From an optimization exercise on the open Yosys and OpenROAD flow, aimed at small area, a short achievable clock period and few clock cycles; shortcuts taken in it are not production practice. Only simulation tests tie the RTL to the original design; equivalence was not proved. The flow treats the clock pin as an ideal source. Dropping or thinning the clock tree relies on that and would not hold on a real chip. Power is estimated from default activity; no workload was simulated.

== run 1 ==
==> flow/design.v <==
module ULA (
    input clk,
    input reset,
    input [3:0] seletor,
    output saida,
    output [18:0] rom_addr,
    input [7:0] rom_data,
    output reg [18:0] ram_wraddr,
    output reg [7:0] ram_data,
    output reg ram_wren,
    output reg done
);
    assign saida = 1'b0;
    wire [5:0] sel = {seletor[3],
                      ~seletor[2] & seletor[1] & seletor[0],
                      ~seletor[2] & ~seletor[1] & seletor[0],
                      ~seletor[2] & ~seletor[0],
                      seletor[1],
                      seletor == 4'b0100};
    reg f4, is_avg, is_dec, is_rep, zm, is_cp;
    reg start;
    always @(posedge clk) {f4, is_avg, is_dec, is_rep, zm, is_cp} <= sel;
    always @(posedge clk or negedge reset) begin
        if (!reset) start <= 1'b1;
        else start <= (sel != {f4, is_avg, is_dec, is_rep, zm, is_cp});
    end
    wire valid = is_avg | is_dec | is_rep | is_cp;
    reg [1:0] c0, c1;
    reg [7:0] col;
    reg [6:0] r;
    reg run;
    wire [1:0] lim0 = is_rep ? {f4, 1'b1} : 2'd0;
    wire [1:0] lim2 = is_rep ? {f4, 1'b1} : 2'd0;
    wire e0 = is_avg ? (r[0] & (~f4 | r[1])) : (c0 == 2'd0);
    wire e2 = (c1 == 2'd0);
    wire ex = (col == (is_dec ? (f4 ? 8'd156 : 8'd158) : 8'd159));
    wire ey = (r == (is_dec ? (f4 ? 7'd116 : 7'd118) : 7'd119));
    wire last = e0 & ex & e2 & ey;
    wire blk_end = e0 & col[0] & (~f4 | col[1]);
    wire [2:0] step = is_dec ? {f4, ~f4, 1'b0} : 3'd1;
    wire [7:0] col_p = col + step;
    wire [6:0] r_p = r + step;
    wire [6:0] r_top = {r[6:2], r[1] & ~f4, 1'b0};
    always @(posedge clk) begin
        if (start) begin
            c0 <= lim0; c1 <= lim2; col <= 0; r <= 0;
        end else begin
            if (!e0) begin
                c0 <= c0 - 1'b1;
                if (is_avg) r <= r_p;
            end else begin
                c0 <= lim0;
                if (!ex) begin
                    col <= col_p;
                    if (is_avg) r <= r_top;
                end else begin
                    col <= 0;
                    if (!e2) c1 <= c1 - 1'b1;
                    else begin
                        c1 <= lim2;
                        r <= r_p;
                    end
                end
            end
        end
    end
    reg [9:0] rh;
    reg [4:0] rl;
    assign rom_addr = {4'b0, rh, rl};
    always @(posedge clk) begin
        rh <= {r, 2'b00} + r + col[7:5];
        rl <= col[4:0];
    end
    reg v0, q0, v1, q1, v2;
    always @(posedge clk) begin
        if (start) run <= valid;
        else if (last) run <= 1'b0;
        v0 <= run & ~start & (~is_avg | blk_end);
        q0 <= run & ~start;
        v1 <= v0 & ~start;
        q1 <= q0 & ~start;
        v2 <= v1 & ~start;
    end
    wire wr = is_avg ? v2 : v1;
    always @(posedge clk or negedge reset) begin
        if (!reset) begin
            ram_wren <= 1'b0; done <= 1'b0;
        end else begin
            ram_wren <= wr & ~start;
            done <= ~start & valid & ~run & ~v0 & ~v1 & ~v2;
        end
    end
    reg f1, f2;
    wire cy1 = wr & f1;
    wire cy2 = cy1 & f2;
    always @(posedge clk) begin
        if (start) begin
            ram_wraddr <= {19{1'b1}};
            f1 <= 1'b1; f2 <= 1'b1;
        end else begin
            ram_wraddr[5:0] <= ram_wraddr[5:0] + wr;
            ram_wraddr[11:6] <= ram_wraddr[11:6] + cy1;
            ram_wraddr[18:12] <= ram_wraddr[18:12] + cy2;
            f1 <= (ram_wraddr[5:0] == (wr ? 6'd62 : 6'd63));
            f2 <= (ram_wraddr[11:6] == (cy1 ? 6'd62 : 6'd63));
        end
    end
    reg [1:0] g0, g1, g2, g3;
    reg [3:0] g4;
    reg k1, k2, k3, k4;
    wire [1:0] h0 = v2 ? 2'd0 : g0;
    wire [1:0] h1 = v2 ? 2'd0 : g1;
    wire [1:0] h2 = v2 ? 2'd0 : g2;
    wire [1:0] h3 = v2 ? 2'd0 : g3;
    wire [3:0] h4 = v2 ? 4'd0 : g4;
    wire [2:0] s0 = h0 + rom_data[1:0];
    wire [2:0] s1 = h1 + rom_data[3:2] + (~v2 & k1);
    wire [2:0] s2 = h2 + rom_data[5:4] + (~v2 & k2);
    wire [2:0] s3 = h3 + rom_data[7:6] + (~v2 & k3);
    wire [3:0] s4 = h4 + (~v2 & k4);
    wire [11:0] tot = {g4, g3, g2, g1, g0} + {3'd0, k4, 1'b0, k3, 1'b0, k2, 1'b0, k1, 2'b0};
    always @(posedge clk) begin
        if (q1) begin
            g0 <= s0[1:0]; g1 <= s1[1:0]; g2 <= s2[1:0]; g3 <= s3[1:0]; g4 <= s4;
            k1 <= s0[2]; k2 <= s1[2]; k3 <= s2[2]; k4 <= s3[2];
        end else begin
            g0 <= 2'd0; g1 <= 2'd0; g2 <= 2'd0; g3 <= 2'd0; g4 <= 4'd0;
            k1 <= 1'b0; k2 <= 1'b0; k3 <= 1'b0; k4 <= 1'b0;
        end
        if (!is_avg) ram_data <= rom_data;
        else ram_data <= f4 ? tot[11:4] : tot[9:2];
    end
endmodule
Settings: LEC_CHECK=0, ABC_AREA=1, CAP_MARGIN=20, CORE_MARGIN=2, CORE_UTILIZATION=60, PLACE_DENSITY=0.75, SETUP_SLACK_MARGIN=4.1, SLEW_MARGIN=20; clock period 6.0 ns.
standard.sh (not shown) runs the stock make flow with config.mk's settings and CLKGATE_MAP_FILE= SYNTH_SCRIPT=/design/flow/synth_recipe.tcl, a recipe that flattens the netlist after the stock synthesis.
==> flow/flow/run.sh <==
#!/bin/bash
# Layout flow: the standard ORFS flow with three changes:
#  - synthesis maps adders through ABC like the rest of the logic instead of
#    extracting full/half adder cells first (ADDER_MAP_FILE empty);
#  - plain buf_2 cells as the port buffers instead of the delay buffers
#    buffer_ports picks by default;
#  - the clock tree is four clkbuf_16 cells driven by the clock port, each
#    driving the flip-flops nearest to it (flow/cts_hook.tcl replaces
#    TritonCTS's two-level H-tree).
set -euo pipefail
here=$(cd "$(dirname "$0")" && pwd)
CLKBUF_N=4 bash standard.sh \
  "ADDER_MAP_FILE=" \
  "BUFFER_PORTS_ARGS=-buffer_cell sky130_fd_sc_hd__buf_2" \
  "PRE_CTS_TCL=$here/cts_hook.tcl" \
  finish > orfs_make.log 2>&1
==> flow/flow/cts_hook.tcl <==
# Clock buffering in place of TritonCTS's H-tree: the clock port drives
# CLKBUF_N clkbuf_16 cells (1, 2 or 4), each placed at the centre of the
# flip-flops it drives; the flip-flops are split between them by position.
proc clock_tree_synthesis { args } {
  set nbuf 1
  if { [info exists ::env(CLKBUF_N)] } { set nbuf $::env(CLKBUF_N) }
  set block [ord::get_db_block]
  set clk_net [$block findNet clk]
  set master [[ord::get_db] findMaster sky130_fd_sc_hd__clkbuf_16]
  set sinks {}
  foreach it [$clk_net getITerms] {
    set loc [[$it getInst] getLocation]
    lappend sinks [list $it [lindex $loc 0] [lindex $loc 1]]
  }
  # split into groups: by x, then each half by y
  set groups [list $sinks]
  set axis 1
  while { [llength $groups] < $nbuf } {
    set ng {}
    foreach g $groups {
      set s [lsort -integer -index $axis $g]
      set h [expr {[llength $s] / 2}]
      lappend ng [lrange $s 0 [expr {$h - 1}]] [lrange $s $h end]
    }
    set groups $ng
    set axis [expr {3 - $axis}]
  }
  set i 0
  foreach g $groups {
    set buf [odb::dbInst_create $block $master clkbuf_root_$i]
    set net [odb::dbNet_create $block clknet_root_$i]
    $net setSigType CLOCK
    set sx 0; set sy 0
    foreach s $g {
      set it [lindex $s 0]
      $it disconnect
      $it connect $net
      set sx [expr {$sx + [lindex $s 1]}]; set sy [expr {$sy + [lindex $s 2]}]
    }
    [$buf findITerm A] connect $clk_net
    [$buf findITerm X] connect $net
    set n [llength $g]
    $buf setLocation [expr {$sx / $n}] [expr {$sy / $n}]
    $buf setPlacementStatus PLACED
    puts "clock buffer clkbuf_root_$i drives $n sinks"
    incr i
  }
  $clk_net setSigType CLOCK
}
Testbench counts of run 1, summed over its fixed seeds: cycles 2,494,959.
The inputs of run 2 differ from those of run 1 as listed below.
--- a/flow/config.mk
+++ b/flow/config.mk
@@ -9,6 +9,6 @@
 export CAP_MARGIN = 20
 export CORE_MARGIN = 2
-export CORE_UTILIZATION = 60
-export PLACE_DENSITY = 0.75
+export CORE_UTILIZATION = 75
+export PLACE_DENSITY = 0.88
 export SETUP_SLACK_MARGIN = 4.1
 export SLEW_MARGIN = 20
## What came out
Wire length of the first global-routing pass went up by a few percent going from run 1 to run 2. Changes observed in run 2 relative to run 1: initial cell density of the core went up; share of synthesized flip-flops with an asynchronous set or reset did not really move; total via count after detailed routing went up; count of endpoints failing setup in the final report did not really move. For run 1, the source of the critical timing path was ram_wraddr[6], unlike run 2, where it was is_dec.
The following lists how run 3 was set up differently from run 2:
--- a/flow/config.mk
+++ b/flow/config.mk
@@ -9,6 +9,6 @@
 export CAP_MARGIN = 20
 export CORE_MARGIN = 2
-export CORE_UTILIZATION = 75
-export PLACE_DENSITY = 0.88
+export CORE_UTILIZATION = 40
+export PLACE_DENSITY = 0.6
 export SETUP_SLACK_MARGIN = 4.1
 export SLEW_MARGIN = 20
### Flow results
- Of run 3 and run 2, it is run 3 that has the lower met2 global-route usage.
- On clock network power consumption: between run 3 and run 2, it ends up lower for run 3.
- Run 3 reports a higher worst-case reg-to-reg path depth than run 2 does.
- Launch point of the worst path = is_dec: run 2; launch point of the worst path = done: run 3
No run of this note takes its clock network from TritonCTS; it comes from the design's own scripts or RTL.

==> re-timing with driven ports <==
The flow's constraints put no driver on any port. The routed layouts listed below were extracted and timed again, unchanged, in two steps.
Step 1 assumes that a clkbuf_16 drives the clock port and a buf_2 every other input.
Step 2, shift: input delay + t, output delay - t, t = (earliest + latest rising clock arrival at the registers) / 2. This alone moves slack from input paths to output paths.
Slacks: no drivers / after step 1 / after step 2; pairs: no drivers / after step 1.
run | t, ns | setup slack, ns | hold WS [ns] | pins driven straight from the clock port
run 1 | 0.235 | 4.115 / 4.033 / 4.027 | 0.411 / 0.411 / 0.411 | 4
run 2 | 0.235 | 4.125 / 4.042 / 3.954 | 0.407 / 0.407 / 0.407 | 4
run 3 | 0.232 | 4.092 / 4.013 / 3.987 | 0.412 / 0.412 / 0.412 | 4
After both steps every run listed still meets setup and hold. For run 2, which loses most, drivers alone change the setup slack by -0.083 ns; drivers and shift together by -0.171 ns.
